This is an optimization exercise on Yosys and OpenROAD, whose aim is small area, not a production implementation.
Where RTL was checked, it was by simulation tests only, not by an equivalence proof against the original.
The RTL of run 2 was laid out without a check of its function.
No run shown here takes its clock network from TritonCTS; it comes from the design's own scripts or RTL.
The flow treats the clock pin as an ideal source. Dropping or thinning the clock tree relies on that and would not hold on a real chip.
Power is estimated from default activity; no workload was simulated.

**flow/config.mk**
```make
export PLATFORM = sky130hd
export DESIGN_NAME = MemoryGameTopLvl
export DESIGN_NICKNAME = MemoryGameTopLvl
export VERILOG_FILES = /design/flow/design.v
export SDC_FILE = /design/flow/constraint.sdc
export NUM_CORES = 4
export LEC_CHECK = 0
export CAP_MARGIN = 20
export CORE_MARGIN = 2
export CORE_UTILIZATION = 60
export PLACE_DENSITY = 0.9
export SLEW_MARGIN = 20
```
**flow/constraint.sdc**
```tcl
create_clock -name core_clock -period 10.0 [get_ports {i_clk}]
set_input_delay 2.0000 -clock core_clock [delete_from_list [all_inputs] [get_ports {i_clk}]]
set_output_delay 2.0000 -clock core_clock [all_outputs]
set_load 0.01 [all_outputs]
```
**flow/design.v**
```verilog
module Lfsr22(
	input i_clk,
	input i_rst,
	output [21:0] o_data);
	localparam [21:0] POL = 22'h2A5494;
	localparam [21:0] INIT = 22'h3A5C96;
	reg [21:0] r_data;
	wire [21:0] w_q = r_data ^ POL;
	always @(posedge i_clk)
		if (i_rst)
			r_data <= INIT ^ POL;
		else
			r_data <= {w_q[20:0], w_q[21] ~^ w_q[20]} ^ POL;
	assign o_data = r_data;
endmodule
module CountAndToggle(
	input i_clk,
	input i_rst,
	input i_en,
	output o_fall);
	localparam [13:0] Z     = 14'b11101011011100;
	localparam [13:0] TMASK = 14'b00011111111111;
	localparam [13:0] T     = 14'b00000011100011;
	reg [13:0] r_count;
	reg r_toggle, r_toggle_d;
	wire w_det = ((r_count & TMASK) == T);
	always @(posedge i_clk)
	begin
		if (!i_en | w_det)
			r_count <= Z;
		else
			r_count <= {~r_count[12:0], r_count[0] ^ r_count[4] ^ r_count[13]};
		if (i_rst)
			r_toggle <= 1'b0;
		else if (i_en & w_det)
			r_toggle <= ~r_toggle;
		r_toggle_d <= r_toggle;
	end
	assign o_fall = r_toggle_d & ~r_toggle;
endmodule
module DebounceFilter(
	input i_clk,
	input i_rst,
	input i_bouncy,
	output o_debounced,
	output o_fall);
	localparam [12:0] Z     = 13'b0101011010111;
	localparam [12:0] TMASK = 13'b0101110011111;
	localparam [12:0] T     = 13'b0101100011100;
	reg [12:0] r_count;
	reg r_state;
	wire w_det = ((r_count & TMASK) == T);
	wire w_clr = i_rst | (i_bouncy == r_state) | w_det;
	always @(posedge i_clk)
	begin
		if (w_clr)
			r_count <= Z;
		else
			r_count <= {~r_count[11:0], r_count[9] ^ r_count[12]};
		if (i_rst)
			r_state <= 1'b0;
		else if (w_det)
			r_state <= i_bouncy;
	end
	assign o_debounced = r_state;
	assign o_fall = r_state & w_det & ~i_bouncy;
endmodule
module BinaryToSevSeg(
	input [3:0] i_code,
	output [6:0] o_sevseg);
	assign o_sevseg[0] = (i_code[0] & ~i_code[1]);
	assign o_sevseg[1] = (~i_code[0] & i_code[1]) | (~i_code[1] & i_code[3]);
	assign o_sevseg[2] = (~i_code[0] & i_code[3]) | (i_code[0] & i_code[1] & ~i_code[2] & ~i_code[3]) | (~i_code[1] & i_code[3]);
	assign o_sevseg[3] = ~((~i_code[0] & ~i_code[3]) | (i_code[1] & ~i_code[2] & ~i_code[3]));
	assign o_sevseg[4] = (i_code[0] & ~i_code[1]) | (i_code[2]);
	assign o_sevseg[5] = (i_code[0] & i_code[1] & ~i_code[3]) | (~i_code[1] & i_code[2]) | (~i_code[1] & i_code[3]);
	assign o_sevseg[6] = (~i_code[0] & ~i_code[1] & ~i_code[2]) | (i_code[0] & i_code[2]) | (~i_code[1] & i_code[3]);
endmodule
module StateMachineGame(
	input i_clk,
	input i_rst,
	input [4:0] i_sw,
	input [3:0] i_fall,
	input i_tfall,
	input [21:0] i_lfsr,
	output o_count_en,
	output [3:0] o_led,
	output [3:0] o_disp);
	localparam START = 3'd0;
	localparam START_W = 3'd1;
	localparam PATTERN_OFF_W = 3'd3;
	localparam PATTERN_OFF = 3'd6;
	localparam SHOW_STEP = 3'd4;
	localparam WAIT_PLAYER = 3'd5;
	localparam END = 3'd7;
	localparam END_W = 3'd2;
	localparam [2:0] E0 = 3'd0;
	localparam [2:0] E1 = 3'd5;
	localparam [2:0] E2 = 3'd3;
	localparam [2:0] E3 = 3'd4;
	localparam [2:0] E4 = 3'd1;
	localparam [2:0] E5 = 3'd6;
	localparam [2:0] E6 = 3'd2;
	localparam [2:0] E7 = 3'd7;
	localparam [3:0] D_F = 4'd10;
	localparam [3:0] D_A = 4'd11;
	localparam [3:0] D_BLANK = 4'd9;
	reg [2:0] r_state;
	reg [2:0] r_step;
	reg [3:0] r_disp;
	reg r_pdv, r_dv;
	reg [1:0] r_pid, r_id;
	reg [15:0] r_pattern;
	wire [2:0] w_score = r_disp[2:0];
	wire w_start = (~r_state[0] & ~r_state[1] & ~r_state[2]);
	wire w_start_w = (r_state[0] & ~r_state[1] & ~r_state[2]);
	wire w_off_w = (r_state[0] & r_state[1] & ~r_state[2]);
	wire w_off = (~r_state[0] & r_state[1] & r_state[2]);
	wire w_show = (~r_state[0] & ~r_state[1] & r_state[2]);
	wire w_wait = (r_state[0] & ~r_state[1] & r_state[2]);
	wire w_end = (r_state[0] & r_state[1] & r_state[2]);
	wire w_end_w = (~r_state[0] & r_state[1] & ~r_state[2]);
	localparam [15:0] PPOL = 16'h5494;
	wire [15:0] w_pat = r_pattern ^ PPOL;
	reg [1:0] w_entry;
	always @(*)
		case (r_step)
		E0: w_entry = {w_pat[0], w_pat[1]};
		E1: w_entry = {w_pat[2], w_pat[3]};
		E2: w_entry = {w_pat[4], w_pat[5]};
		E3: w_entry = {w_pat[6], w_pat[7]};
		E4: w_entry = {w_pat[8], w_pat[9]};
		E5: w_entry = {w_pat[10], w_pat[11]};
		E6: w_entry = {w_pat[12], w_pat[13]};
		default: w_entry = {w_pat[14], w_pat[15]};
		endcase
	wire [2:0] w_step_inc;
	assign w_step_inc[0] = (~r_step[0] & ~r_step[2]) | (~r_step[1] & r_step[2]);
	assign w_step_inc[1] = (~r_step[0] & r_step[1]) | (r_step[0] & ~r_step[1]);
	assign w_step_inc[2] = (~r_step[2]);
	localparam [2:0] MARK = E0 ^ 3'd1;
	wire w_last = (w_score == r_step);
	wire w_correct = (r_id == w_entry);
	always @(posedge i_clk)
	begin
		if (i_rst)
			r_state <= START_W;
		else if (i_sw[4])
			r_state <= START;
		else
			case (r_state)
			START: r_state <= PATTERN_OFF_W;
			START_W: r_state <= PATTERN_OFF_W;
			PATTERN_OFF_W: r_state <= PATTERN_OFF;
			PATTERN_OFF: if (i_tfall) r_state <= SHOW_STEP;
			SHOW_STEP: if (i_tfall) r_state <= w_last ? WAIT_PLAYER : PATTERN_OFF;
			WAIT_PLAYER:
				if (r_dv)
				begin
					if (!w_correct)
						r_state <= END;
					else if (w_last)
						r_state <= (w_score == E7) ? END : PATTERN_OFF_W;
				end
			END: r_state <= END_W;
			default: r_state <= END_W;
			endcase
		if (i_rst)
			r_disp <= D_BLANK;
		else if (w_start_w | w_off_w)
			r_disp <= {1'b0, r_step};
		else if (w_end_w)
			r_disp <= (r_step[0] == E0[0]) ? D_A : D_F;
		if (i_rst | w_start | w_start_w | w_off_w)
			r_step <= E0;
		else if (w_show & i_tfall)
			r_step <= w_last ? E0 : w_step_inc;
		else if (w_wait & r_dv)
			r_step <= w_correct ? w_step_inc : MARK;
		if (w_start | w_start_w)
			r_pattern <= i_lfsr[15:0];
		r_pdv <= |i_fall;
		r_pid <= i_fall[0] ? 2'd0 : i_fall[1] ? 2'd1 : i_fall[2] ? 2'd2 : 2'd3;
		r_dv <= r_pdv;
		r_id <= r_pid;
	end
	assign o_count_en = (~r_state[0] & r_state[2]) | (r_state[0] & r_state[1] & ~r_state[2]);
	assign o_led[0] = (w_show & (w_entry == 2'd0)) | i_sw[0];
	assign o_led[1] = (w_show & (w_entry == 2'd1)) | i_sw[1];
	assign o_led[2] = (w_show & (w_entry == 2'd2)) | i_sw[2];
	assign o_led[3] = (w_show & (w_entry == 2'd3)) | i_sw[3];
	assign o_disp = r_disp;
endmodule
module MemoryGameTopLvl(
	input i_clk,
	input i_rst,
	input [4:0] i_sw,
	output [3:0] o_led,
	output [6:0] o_sevseg);
	wire [4:0] w_sw;
	wire [4:0] w_fall;
	wire [21:0] w_lfsr;
	wire [3:0] w_disp;
	wire w_count_en, w_tfall;
	genvar g;
	generate
		for (g = 0; g < 5; g = g + 1)
		begin : debounce
			DebounceFilter debounce_sw(
				.i_clk(i_clk),
				.i_rst(i_rst),
				.i_bouncy(i_sw[g]),
				.o_debounced(w_sw[g]),
				.o_fall(w_fall[g]));
		end
	endgenerate
	Lfsr22 lfsr_inst(
		.i_clk(i_clk),
		.i_rst(i_rst),
		.o_data(w_lfsr));
	CountAndToggle cat_inst(
		.i_clk(i_clk),
		.i_rst(i_rst),
		.i_en(w_count_en),
		.o_fall(w_tfall));
	StateMachineGame state_machine_inst(
		.i_clk(i_clk),
		.i_rst(i_rst),
		.i_sw(w_sw),
		.i_fall(w_fall[3:0]),
		.i_tfall(w_tfall),
		.i_lfsr(w_lfsr),
		.o_count_en(w_count_en),
		.o_led(o_led),
		.o_disp(w_disp));
	BinaryToSevSeg sevseg_inst(
		.i_code(w_disp),
		.o_sevseg(o_sevseg));
endmodule
```
**flow/flow/run.sh**
```bash
#!/bin/bash
# Layout flow: the standard ORFS flow (standard.sh) with these changes:
#  - synthesis maps the logic with an area-oriented ABC script and without
#    ORFS's half/full adder extraction (the same Yosys script otherwise, so
#    the registers are the standard ones);
#  - ports are buffered with the smallest buffer;
#  - the clock tree is built by cts_manual.tcl (a few clock buffers, one per
#    group of nearby flip-flops) instead of TritonCTS.
# make's output goes to standard.log and finish.log, the clock tree step's
# to cts_manual.log, each ORFS tool's to ORFS's logs/.
set -e
H=$(pwd)
cp flow/abc_area.script "$H/abc_area.script"
{
  echo "proc abc {args} {"
  echo "  set i [lsearch -exact \$args -script]"
  echo "  if {\$i >= 0} { lset args [expr {\$i + 1}] $H/abc_area.script }"
  echo "  yosys abc {*}\$args"
  echo "}"
  cat synth_recipe.tcl
} > my_synth.tcl
sed "s#SYNTH_SCRIPT=[^ ]*#SYNTH_SCRIPT=$H/my_synth.tcl ADDER_MAP_FILE=#" standard.sh > my_standard.sh
export BUFFER_PORTS_ARGS="-buffer_cell sky130_fd_sc_hd__buf_1"
bash my_standard.sh place > standard.log 2>&1
RESULTS=$H/orfs/results/sky130hd/MemoryGameTopLvl/base PLATFORM_DIR=$FLOW_HOME/platforms/sky130hd \
  NCLUSTER=$(cat flow/ncluster.txt) CLKBUF=$(cat flow/clkbuf.txt) CLKPORT=i_clk \
  openroad -no_init -exit flow/cts_manual.tcl > cts_manual.log 2>&1
bash my_standard.sh finish > finish.log 2>&1
```
**flow/flow/abc_area.script**
```
&get -n
&st
&synch2
&if -K 6 -a
&mfs
&st
&dch -f
&nf -a -R 1000
&put
&get -n
&st
&dch -f
&nf -a -R 1000
&put
```
**flow/flow/clkbuf.txt**
```
sky130_fd_sc_hd__clkbuf_16
```
**flow/flow/cts_manual.tcl**
```tcl
# Clock tree for a small design: the flip-flops are split into NCLUSTER
# groups of about equal load by position (k-means), each driven by one clock buffer placed at
# the group's centre; the clock port drives the group buffers directly.
# Reads 3_place.odb, writes 4_1_cts.odb and 4_cts.sdc like ORFS's cts step.
set R $::env(RESULTS)
set P $::env(PLATFORM_DIR)
read_lef $P/lef/sky130_fd_sc_hd.tlef
read_lef $P/lef/sky130_fd_sc_hd_merged.lef
read_liberty $P/lib/sky130_fd_sc_hd__tt_025C_1v80.lib
read_db $R/3_place.odb
read_sdc $R/3_place.sdc
source $P/setRC.tcl

set k $::env(NCLUSTER)
set bufname $::env(CLKBUF)
set block [ord::get_db_block]
set clknet [$block findNet $::env(CLKPORT)]
set sinks {}
foreach it [$clknet getITerms] {
  set inst [$it getInst]
  lassign [$inst getLocation] x y
  set m [$inst getMaster]
  lappend sinks [list $it [expr {$x + [$m getWidth] / 2}] [expr {$y + [$m getHeight] / 2}]]
}
set n [llength $sinks]
puts "manual cts: $n sinks, $k clusters of $bufname"

# k-means on sink positions, seeded deterministically along the sorted x order
set sorted [lsort -real -index 1 $sinks]
set cent {}
for {set c 0} {$c < $k} {incr c} {
  set s [lindex $sorted [expr {int(($c + 0.5) * $n / $k)}]]
  lappend cent [list [lindex $s 1] [lindex $s 2]]
}
# load-balanced k-means: a sink's load is its pin (about 1.8 fF) plus an
# estimate of the wire it adds (0.076 fF per um of distance to its group's
# centre); every group takes at most 1/k of the total load (plus 1%), so
# that no group buffer drives much more than the others.
set dbu [$block getDbUnitsPerMicron]
for {set iter 0} {$iter < 60} {incr iter} {
  set pairs {}
  set total 0.0
  for {set i 0} {$i < $n} {incr i} {
    set s [lindex $sinks $i]
    for {set c 0} {$c < $k} {incr c} {
      lassign [lindex $cent $c] cx cy
      set d [expr {(abs([lindex $s 1] - $cx) + abs([lindex $s 2] - $cy)) / double($dbu)}]
      lappend pairs [list $d $i $c]
    }
  }
  # total load with each sink at its nearest centre
  set near [lrepeat $n 1e30]
  foreach p $pairs { lassign $p d i c; if {$d < [lindex $near $i]} { lset near $i $d } }
  foreach d $near { set total [expr {$total + 1.8 + 0.076 * $d}] }
  set cap [expr {1.01 * $total / $k}]
  set pairs [lsort -real -index 0 $pairs]
  set assigned [lrepeat $n -1]
  set load [lrepeat $k 0.0]
  set left $n
  # pass 1 within the load cap, pass 2 places any sink left to its nearest open group
  foreach pass {1 2} {
    foreach p $pairs {
      lassign $p d i c
      if {[lindex $assigned $i] >= 0} continue
      set l [expr {[lindex $load $c] + 1.8 + 0.076 * $d}]
      if {$pass == 1 && $l > $cap} continue
      lset assigned $i $c
      lset load $c $l
    }
  }
  set groups {}
  for {set c 0} {$c < $k} {incr c} { lappend groups {} }
  for {set i 0} {$i < $n} {incr i} {
    set c [lindex $assigned $i]
    lset groups $c [concat [lindex $groups $c] [list [lindex $sinks $i]]]
  }
  set new {}
  for {set c 0} {$c < $k} {incr c} {
    set g [lindex $groups $c]
    if {[llength $g] == 0} { lappend new [lindex $cent $c]; continue }
    set sx 0; set sy 0
    foreach s $g { set sx [expr {$sx + [lindex $s 1]}]; set sy [expr {$sy + [lindex $s 2]}] }
    lappend new [list [expr {$sx / [llength $g]}] [expr {$sy / [llength $g]}]]
  }
  if {$new eq $cent} break
  set cent $new
}
puts "group loads (fF, estimated): $load"
set master [[ord::get_db] findMaster $bufname]
for {set c 0} {$c < $k} {incr c} {
  set g [lindex $groups $c]
  if {[llength $g] == 0} continue
  set buf [odb::dbInst_create $block $master "clkbuf_manual_$c"]
  set net [odb::dbNet_create $block "clknet_manual_$c"]
  $net setSigType CLOCK
  lassign [lindex $cent $c] cx cy
  $buf setLocation [expr {int($cx)}] [expr {int($cy)}]
  $buf setPlacementStatus PLACED
  [$buf findITerm A] connect $clknet
  [$buf findITerm X] connect $net
  foreach s $g {
    set it [lindex $s 0]
    $it disconnect
    $it connect $net
  }
  puts "cluster $c: [llength $g] sinks at ([expr {int($cx)}], [expr {int($cy)}])"
}
$clknet setSigType CLOCK

detailed_placement
set_propagated_clock [all_clocks]
estimate_parasitics -placement
report_clock_skew
repair_timing -hold -verbose
detailed_placement
check_placement -verbose
estimate_parasitics -placement
report_worst_slack -min
report_worst_slack -max
write_db $R/4_1_cts.odb
write_sdc $R/4_cts.sdc
```
**flow/flow/ncluster.txt**
```
4
```
**flow/standard.sh**
```bash
#!/bin/bash
# synth_recipe.tcl (not shown) runs the flow's synth.tcl, then flattens the netlist and writes it again
# the make line also repeats each setting of config.mk as NAME=value (left out here)
make -C /OpenROAD-flow-scripts/flow DESIGN_CONFIG=/design/flow/config.mk WORK_HOME=/design/flow/orfs CLKGATE_MAP_FILE= SYNTH_SCRIPT=/design/flow/synth_recipe.tcl "${@:-finish}"
```
==> summary.md, run 1 <==
| Metric | Value |
|---|---|
| Initial antenna violation count | 0 |
| Std-Cell Rows | 30 |
| RSZ-0062 raised after global routing | no |
| Multi-input combinational cell area | 1350 um^2 |
| VDD IR-drop max | 135 uV |
| Crit path launch type | flop |
| Area contributors post-synth | dfxtp_1, edfxtp_1, nor2_1 |
| Initial Util | 0.628 |
| Final nets | 443 |
| Yosys reg bits | 140 |
| First-pass GRT wire length | 11.7 mm |
| Grt ovf | 0 |
| Fin crit share | 0.421 |
| Max Cap Viol | 0 |
| Post-synth top cells | dfxtp_1, nor2_1, nand2_1 |
| Worst Tran Pin Value | 0.897 ns |
| First-pass DRT Iterations | 4 |
| Syn Nets | 418 |
| I/O Buffers | 17 |
| Avg Cell Area, Syn | 10.5 um^2 |
| Clk slew on worst S/H paths | 0.12 ns |
| Setup Viol. Count Final | 0 |
| Period minus WS final | 4.21 ns |
| Chip height | 89.0 um |
| Place WS | 6.02 ns |
| Final worst slack | 5.79 ns |
| Worst Skew | 0.0136 ns |
| Post-DR vias/cell | 5.32 |
| Standby leakage power | 1.69 nW |
| Hold Path Class | flop to flop |
| Wire length per cell | 13.2 um |
| Die W | 89.0 um |
| Number of global-route vias before repair | 2791 |
| Die ar. | 7920 um^2 |
| Pin count of the biggest net entering global routing | 41 |
| Fin. max-slew vios | 0 |
| Filler cells | 545 |
| Status | no timing/DRC/antenna violations |
| Main flop type after synthesis | dfxtp_1 |
| Area growth from synthesis to layout | 6.90% |
| Gpl congestion | 0.797 |
| Fmax | 237 MHz |
| WP data required | 8.00 ns |
| Yosys top cell area share | 0.573 |
| Crit path max fanout | 15 |
| Share of cells above drive strength 1 | 0.0161 |
| Core area | 6910 um^2 |
| Reg area | 2960 um^2 |
| Ys async rst share | 0 |
| Worst relative slew slack | 0.397 |
| Detailed Place HPWL | 5.07 mm |
| PwrDens | 197 nW/um^2 |
| Unique cell type count in the Yosys netlist | 36 |
| Sequential fraction of the synthesis area | 0.683 |
| Synthesized area | 4340 um^2 |
| Most frequent cell after synthesis | dfxtp_1 |
| Final Hold Viols | 0 |
| Synthesis Warnings | 4 |
| Cell taking the most area after synthesis | dfxtp_1 |
| Vias | 2819 |
| Crit end category | output port |
| Clock insertion delay at the later pin of the skew report | 0.18 ns |
| CP Class | flop to output port |
| GRT Overall Usage | 0.179 |
| Antenna Nets Post-Route | 0 |
| DRT Wirelength | 7.00 mm |
| Arrival time worst endpoint | 2.21 ns |
| WHS | 0.341 ns |
| Antenna diodes | 0 |
| DRC errors left | 0 |
| Initial DRC Count | 113 |
| Total negative setup slack | 0 ns |
| # IOs | 18 |
| Post-synth EDFFs | 16 |
| Syn Inst Count | 411 |
-- registers in the layout, summed over array words and instances, names as in the netlist --
signal	flops
state_machine_inst.r_id	2
lfsr_inst.r_data	22
cat_inst.r_toggle_d	1
cat_inst.r_toggle	1
state_machine_inst.r_pid	2
debounce.debounce_sw.r_state	5
state_machine_inst.r_pattern	16
debounce.debounce_sw.r_count	65
cat_inst.r_count	14
state_machine_inst.r_disp	4
state_machine_inst.r_dv	1
state_machine_inst.r_step	3
state_machine_inst.r_state	3
state_machine_inst.r_pdv	1
-- final timing paths --
| kind | from | end | slack, ns | cells past startpoint |
|---|---|---|---|---|
| setup / recovery | state_machine_inst.r_step[1] | o_led[1] | 5.79 | 5 |
| hold / removal | state_machine_inst.r_pdv | state_machine_inst.r_dv | 0.34 | 0 |
| setup reg to reg | state_machine_inst.r_step[1] | state_machine_inst.r_state[1] | 7.27 | 8 |
| hold reg to reg | state_machine_inst.r_pdv | state_machine_inst.r_dv | 0.34 | 0 |
-- report_power, final --
| part | leakage (nW) | internal (mW) | total (mW) | switching, mW |
|---|---|---|---|---|
| combinational | 0.466 | 0.0301 | 0.0802 | 0.0501 |
| sequential | 1.17 | 0.606 | 0.629 | 0.0228 |
| clock | 0.0493 | 0.0750 | 0.206 | 0.131 |
| total | 1.69 | 0.711 | 0.915 | 0.204 |
-- worst max-delay path, stage by stage, from the launching register on --
cell	delay [ns]
dfxtp_1	0.65
mux4_2	0.56
a21oi_1	0.40
nor2_1	0.10
a21o_1	0.19
buf_1	0.14
-- cells in the final DEF, fill, tap and decap left out, types with 5 or more instances in the layout --
cell type	Yosys	layout
nand4_1	5	5
o21ai_0	15	15
buf_1	0	17
a21oi_1	10	10
nor2b_1	10	10
nand2_1	65	65
xor2_1	6	6
clkinv_1	5	5
nor2_1	77	77
edfxtp_1	16	16
nor3_1	15	15
xnor2_1	14	14
dfxtp_1	124	124
nand3_1	6	6
or3_1	5	5
-- metrics by stage --
| step | cell area (um^2) | instances | utilization | power [mW] |
|---|---|---|---|---|
| after global routing | 4630 | 530 | 0.671 | 0.950 |
| after global placement | 4530 | 526 | 0.657 | 0.717 |
| final | 4630 | 530 | 0.671 | 0.915 |
| after floorplan | 4340 | 411 | - | 0.693 |
| after detailed placement | 4530 | 526 | 0.657 | 0.723 |
-- routing by layer --
metal  global-route usage  routed length (um)
met1                0.211                3140
met2                0.344                3420
met3               0.0148                 236
met4               0.0570                 210
met5                    0                   0
-- cell type report --
cell class | instances | share of cell area
timing repair buffer | 19 | 0.0170
buffer | 4 | 0.0216
tap | 96 | 0.0259
multi-input combinational | 266 | 0.292
inverter | 5 | 0.00405
sequential | 140 | 0.639
-- kinds of logic (layout without fill, tap and decap cells) --
group / count (synthesis) / after routing / synth area share
flip-flops: 140 / 140 / 0.683
AND/OR/NAND/NOR: 197 / 197 / 0.197
AO/OA/AOI/OAI: 46 / 46 / 0.0649
XOR/XNOR: 20 / 20 / 0.0404
buffers and inverters: 5 / 28 / 0.00433
multiplexers: 3 / 3 / 0.0101
==> run 2, diff against run 1 <==
--- a/flow/design.v
+++ b/flow/design.v
@@ -70,9 +70,9 @@
 	output [6:0] o_sevseg);
-	assign o_sevseg[0] = (i_code[0] & ~i_code[1]);
-	assign o_sevseg[1] = (~i_code[0] & i_code[1]) | (~i_code[1] & i_code[3]);
-	assign o_sevseg[2] = (~i_code[0] & i_code[3]) | (i_code[0] & i_code[1] & ~i_code[2] & ~i_code[3]) | (~i_code[1] & i_code[3]);
-	assign o_sevseg[3] = ~((~i_code[0] & ~i_code[3]) | (i_code[1] & ~i_code[2] & ~i_code[3]));
-	assign o_sevseg[4] = (i_code[0] & ~i_code[1]) | (i_code[2]);
-	assign o_sevseg[5] = (i_code[0] & i_code[1] & ~i_code[3]) | (~i_code[1] & i_code[2]) | (~i_code[1] & i_code[3]);
-	assign o_sevseg[6] = (~i_code[0] & ~i_code[1] & ~i_code[2]) | (i_code[0] & i_code[2]) | (~i_code[1] & i_code[3]);
+	assign o_sevseg[0] = (i_code[0] & i_code[1] & ~i_code[3]) | (~i_code[1] & i_code[3]);
+	assign o_sevseg[1] = (~i_code[0] & i_code[2]) | (~i_code[0] & i_code[3]) | (~i_code[1] & i_code[3]);
+	assign o_sevseg[2] = ~((~i_code[0] & i_code[2]) | (i_code[0] & i_code[1]) | (~i_code[2] & ~i_code[3]));
+	assign o_sevseg[3] = ~((~i_code[0] & ~i_code[3]) | (~i_code[1] & i_code[2]));
+	assign o_sevseg[4] = (i_code[0] & ~i_code[1] & ~i_code[2]) | (i_code[1] & ~i_code[3]);
+	assign o_sevseg[5] = (i_code[0] & ~i_code[1]) | (i_code[1] & ~i_code[2] & ~i_code[3]);
+	assign o_sevseg[6] = (i_code[0] & ~i_code[2] & ~i_code[3]) | (~i_code[1] & ~i_code[2]);
 endmodule
@@ -91,15 +91,15 @@
 	localparam PATTERN_OFF_W = 3'd3;
-	localparam PATTERN_OFF = 3'd6;
-	localparam SHOW_STEP = 3'd4;
-	localparam WAIT_PLAYER = 3'd5;
-	localparam END = 3'd7;
-	localparam END_W = 3'd2;
+	localparam PATTERN_OFF = 3'd4;
+	localparam SHOW_STEP = 3'd5;
+	localparam WAIT_PLAYER = 3'd6;
+	localparam END = 3'd2;
+	localparam END_W = 3'd7;
 	localparam [2:0] E0 = 3'd0;
-	localparam [2:0] E1 = 3'd5;
-	localparam [2:0] E2 = 3'd3;
-	localparam [2:0] E3 = 3'd4;
-	localparam [2:0] E4 = 3'd1;
+	localparam [2:0] E1 = 3'd3;
+	localparam [2:0] E2 = 3'd5;
+	localparam [2:0] E3 = 3'd2;
+	localparam [2:0] E4 = 3'd7;
 	localparam [2:0] E5 = 3'd6;
-	localparam [2:0] E6 = 3'd2;
-	localparam [2:0] E7 = 3'd7;
+	localparam [2:0] E6 = 3'd4;
+	localparam [2:0] E7 = 3'd1;
 	localparam [3:0] D_F = 4'd10;
@@ -117,7 +117,7 @@
 	wire w_off_w = (r_state[0] & r_state[1] & ~r_state[2]);
-	wire w_off = (~r_state[0] & r_state[1] & r_state[2]);
-	wire w_show = (~r_state[0] & ~r_state[1] & r_state[2]);
-	wire w_wait = (r_state[0] & ~r_state[1] & r_state[2]);
-	wire w_end = (r_state[0] & r_state[1] & r_state[2]);
-	wire w_end_w = (~r_state[0] & r_state[1] & ~r_state[2]);
+	wire w_off = (~r_state[0] & ~r_state[1] & r_state[2]);
+	wire w_show = (r_state[0] & ~r_state[1] & r_state[2]);
+	wire w_wait = (~r_state[0] & r_state[1] & r_state[2]);
+	wire w_end = (~r_state[0] & r_state[1] & ~r_state[2]);
+	wire w_end_w = (r_state[0] & r_state[1] & r_state[2]);
 	localparam [15:0] PPOL = 16'h5494;
@@ -137,5 +137,5 @@
 	wire [2:0] w_step_inc;
-	assign w_step_inc[0] = (~r_step[0] & ~r_step[2]) | (~r_step[1] & r_step[2]);
-	assign w_step_inc[1] = (~r_step[0] & r_step[1]) | (r_step[0] & ~r_step[1]);
-	assign w_step_inc[2] = (~r_step[2]);
+	assign w_step_inc[0] = (~r_step[0] & ~r_step[1]) | (r_step[1] & ~r_step[2]);
+	assign w_step_inc[1] = (~r_step[0] & ~r_step[2]) | (r_step[0] & r_step[2]);
+	assign w_step_inc[2] = (r_step[1]);
 	localparam [2:0] MARK = E0 ^ 3'd1;
@@ -186,3 +186,3 @@
 	end
-	assign o_count_en = (~r_state[0] & r_state[2]) | (r_state[0] & r_state[1] & ~r_state[2]);
+	assign o_count_en = (r_state[0] & r_state[1] & ~r_state[2]) | (~r_state[1] & r_state[2]);
 	assign o_led[0] = (w_show & (w_entry == 2'd0)) | i_sw[0];
==> run 2 against run 1 <==
  * Clock skew decreased by 0.0063 ns
  * Core utilization is 1.9 points lower
  * First-iteration DRC count grew 22%
  * Final area is 0.38% higher
  * Wire length decreased by 0.24%
  * Hold slack gained 0.0010 ns
  * Synthesized cell count fell by 0.49%
  * Global-route usage about the same
  * Via count rose by 0.92%
  * Sequential share of layout area decreased by 0.24 points
  * Register-to-register slack gained 0.16 ns
  * Sequential power hardly changed
==> summary.md, run 2 <==
| Metric | Value |
|---|---|
| Status | no timing/DRC/antenna violations |
| Switching share of power | 0.218 (-0.00498) |
| Core area | 7140 um^2 (+3.3%) |
| First-pass GRT wire length | 11.7 mm (+0.23%) |
| Cell taking the most area after synthesis | dfxtp_1 |
| Yosys top cell area share | 0.571 (-0.00165) |
| Crit path max fanout | 10 (-5) |
| Chip height | 89.1 um (+0.13%) |
| Most frequent cells in the layout | dfxtp_1, nand2_1, nor2_1, nor3_1, xnor2_1 |
| Main combinational cell family by area after synthesis | simple AND/OR/NAND/NOR gates |
| Sw power | 0.197 mW (-3.0%) |
| Avg Cell Area, Syn | 10.6 um^2 (+0.78%) |
| Hold Path Class | flop to flop |
| Unique cell type count in the Yosys netlist | 34 (-5.6%) |
| Mux share of post-synthesis cell area | 0.0127 (+0.00256) |
| Syn Nets | 416 (-0.48%) |
| Wire length per cell | 13.2 um (-0.43%) |
| PwrDens | 195 nW/um^2 (-1.1%) |
| Global routing's busiest layer | met2 |
| Initial DRC Count | 138 (+22%) |
| Hold path depth | 0 (unchanged) |
| Largest regs | debounce.debounce_sw.r_count: 65 flops, lfsr_inst.r_data: 22 flops, state_machine_inst.r_pattern: 16 flops |
| Die ar. | 7940 um^2 (+0.27%) |
| Synthesis Warnings | 4 (unchanged) |
| Power share of the clock group | 0.220 (-0.005) |
| Number of global-route vias before repair | 2693 (-3.5%) |
| Share of cells above drive strength 1 | 0.0208 (+0.00470) |
| Finished Core Util | 0.652 (-0.0192) |
| Max Cap Viol | 0 (unchanged) |
| Vias | 2845 (+0.92%) |
| VDD IR-drop max | 132 uV (-2.4%) |
| Synth Area in XOR/XNOR | 0.0403 (-0.000116) |
| Initial Util | 0.609 (-0.0185) |
| Crit path launch type | flop |
| Arrival time worst endpoint | 2.19 ns (-0.02 ns) |
| Most common cell after layout, fill and taps aside | dfxtp_1 |
| First-pass DRT Iterations | 4 (unchanged) |
| Worst relative slew slack | 0.438 (+0.0404) |
| Worst Skew | 0.00732 ns (-0.00633 ns) |
| WP data required | 8.00 ns (about the same) |
| Compound-gate portion of the synthesized area | 0.0570 (-0.00796) |
| Main flop type after synthesis | dfxtp_1 |
| Standby leakage power | 1.66 nW (-1.5%) |
| Part of the power in registers | 0.692 (+0.004) |
| Comb pwr share | 0.088 (about the same) |
| DRC errors left | 0 (unchanged) |
| Max FFs per register | 65 (unchanged) |
| Final Hold Viols | 0 (unchanged) |
| Fin crit share | 0.419 (-0.00240) |
| Antenna Nets Post-Route | 0 (unchanged) |
| Sequential fraction of the synthesis area | 0.681 (-0.00197) |
| Met1 Use GR | 0.238 (+0.0273) |
| Post-DR vias/cell | 5.36 (+0.73%) |
| Crit end category | output port |
| Most frequent cell after synthesis | dfxtp_1 |
| Clk slew on worst S/H paths | 0.11 ns (about the same) |
| Reg2Reg Launch Point | state_machine_inst.r_step[2] |
| Yosys reg bits | 140 (unchanged) |
| I/O Buffers | 17 (unchanged) |
| GRT Overall Usage | 0.179 (about the same) |
| Die W | 89.1 um (+0.13%) |
| Setup crit start | state_machine_inst.r_step[1] |
| Min-delay src | state_machine_inst.r_pdv |
| Setup Viol. Count Final | 0 (unchanged) |
| Ys async rst share | 0 (unchanged) |
| Initial antenna violation count | 0 (unchanged) |
| CP Class | flop to output port |
| Clock insertion delay at the later pin of the skew report | 0.17 ns (about the same) |
| Area contributors post-synth | dfxtp_1, edfxtp_1, nand2_1 |
| Grt ovf | 0 (unchanged) |
| Antenna diodes | 0 (unchanged) |
| Pin count of the biggest net entering global routing | 46 (+12%) |
| Std-Cell Rows | 31 (+3.3%) |
| Area growth from synthesis to layout | 6.99% (about the same) |
| Pint | 0.710 mW (-0.14%) |
| Fmax | 239 MHz (+0.57%) |
| Adder-cell share of the synthesized area | 0 (unchanged) |
| Total negative setup slack | 0 ns (unchanged) |
| # IOs | 18 (unchanged) |
| DRT Wirelength | 6.98 mm (-0.24%) |
| Non-Filler Instances | 531 (+0.19%) |
| Biggest register | debounce.debounce_sw.r_count |
| Post-synth top cells | dfxtp_1, nand2_1, nor2_1 |
| Met2 Use GR | 0.321 (-0.0227) |
| Syn Inst Count | 409 (-0.49%) |
| Total power | 0.908 mW (-0.77%) |
| Global Route met3 Usage | 0.0166 (+0.00185) |
| Placed cell count | 527 (+0.19%) |
| Fin. max-slew vios | 0 (unchanged) |
| Detailed Place HPWL | 4.98 mm (-1.7%) |
| Area share of and/or/nand/nor cells after synthesis | 0.204 (+0.00749) |
| RSZ-0062 raised after global routing | no |
| Worst Tran Pin Value | 0.837 ns (-0.0602 ns) |
| Post-synth EDFFs | 16 (unchanged) |
| Final nets | 441 (-0.45%) |
| Gpl congestion | 0.868 (+8.9%) |
| Worst R2R Path Depth | 6 (-2) |
| Period minus WS final | 4.19 ns (-0.0240 ns) |
| Synthesized area | 4350 um^2 (+0.29%) |
==> run 2: cell types whose count changed after synthesis, moves of 3 or more <==
cell	change
nor2_1	-9
o21ai_0	-8
nand2_1	+6
a21oi_1	+5
nor3_1	+4
xnor2_1	+4
xor2_1	-4
a21o_1	-3
and3_1	-3
==> run 2: cell type report <==
| class | count | area [um^2] |
|---|---|---|
| buffer | 4 | 100 |
| sequential | 140 | 2960 |
| fill | 579 | 2480 |
| inverter | 5 | 18.8 |
| multi-input combinational | 264 | 1370 |
| tap | 99 | 124 |
| timing repair buffer | 19 | 80.1 |
==> run 2: power by group through the flow <==
stage               Sequential, mW  Combinational, mW  Clock [mW]
global placement             0.639             0.0763           0
floorplan                    0.634             0.0575           0
finish                       0.628             0.0801       0.200
detailed placement           0.641             0.0801           0
global route                 0.633             0.0907       0.221
==> run 2: cells by family after synthesis <==
kind of cell    Yosys count
flops                   140
compound gates           39
mux                       3
xor+xnor                 20
simple gates            202
buf+inv                   5
==> run 2: per-layer routing <==
metal,routed length [um],part of all wire
met1,3140,0.45
met2,3410,0.49
met3,304,0.044
met4,124,0.018
met5,0,0
==> run 2: final timing paths <==
path                                        end  slack [ns]
setup reg to reg  state_machine_inst.r_state[0]        7.43
hold reg to reg         state_machine_inst.r_dv        0.34
hold / removal          state_machine_inst.r_dv        0.34
setup / recovery                       o_led[3]        5.81
==> run 2: metrics by stage <==
step           setup WS, ns  hold slack [ns]  area (um^2)
2_1_floorplan          6.34            0.310         4350
3_3_place_gp           6.09            0.311         4550
3_5_place_dp           6.04            0.319         4550
5_1_grt                5.61            0.350         4650
6_report               5.81            0.342         4650
==> run 2: worst max-delay path: stages (launching register included) <==
cell and delay [ns]:
dfxtp_1 0.56, mux4_2 0.55, a21oi_1 0.40, nand2_1 0.10, o21bai_1 0.23, buf_1 0.18

afterwards: timing with drivers on the ports:
How much do the figures lean on ideal ports? The routed layouts below were timed once more, with nothing changed but the port constraints.
Step 1 sets driving cells, clkbuf_16 on the clock port and buf_2 on the other inputs (assumed; they add their load-dependent delay and slew).
Step 2 times the ports against the registers' clock, not the clock port: input delays grow and output delays shrink by t, the midpoint of the rising clock arrivals with the driver on.
Slacks: ideal / step 1 / step 2; pairs: ideal / step 1.
run	t (ns)	setup WS [ns]	worst setup path after step 2	latest minus earliest clock arrival (ns)	pins driven straight from the clock port
run 1	0.252	5.787 / 5.709 / 5.961	register to output	0.013 / 0.014	4
run 2	0.243	5.811 / 5.737 / 5.981	register to output	0.009 / 0.009	4
After both steps setup and hold are still met in every run listed.
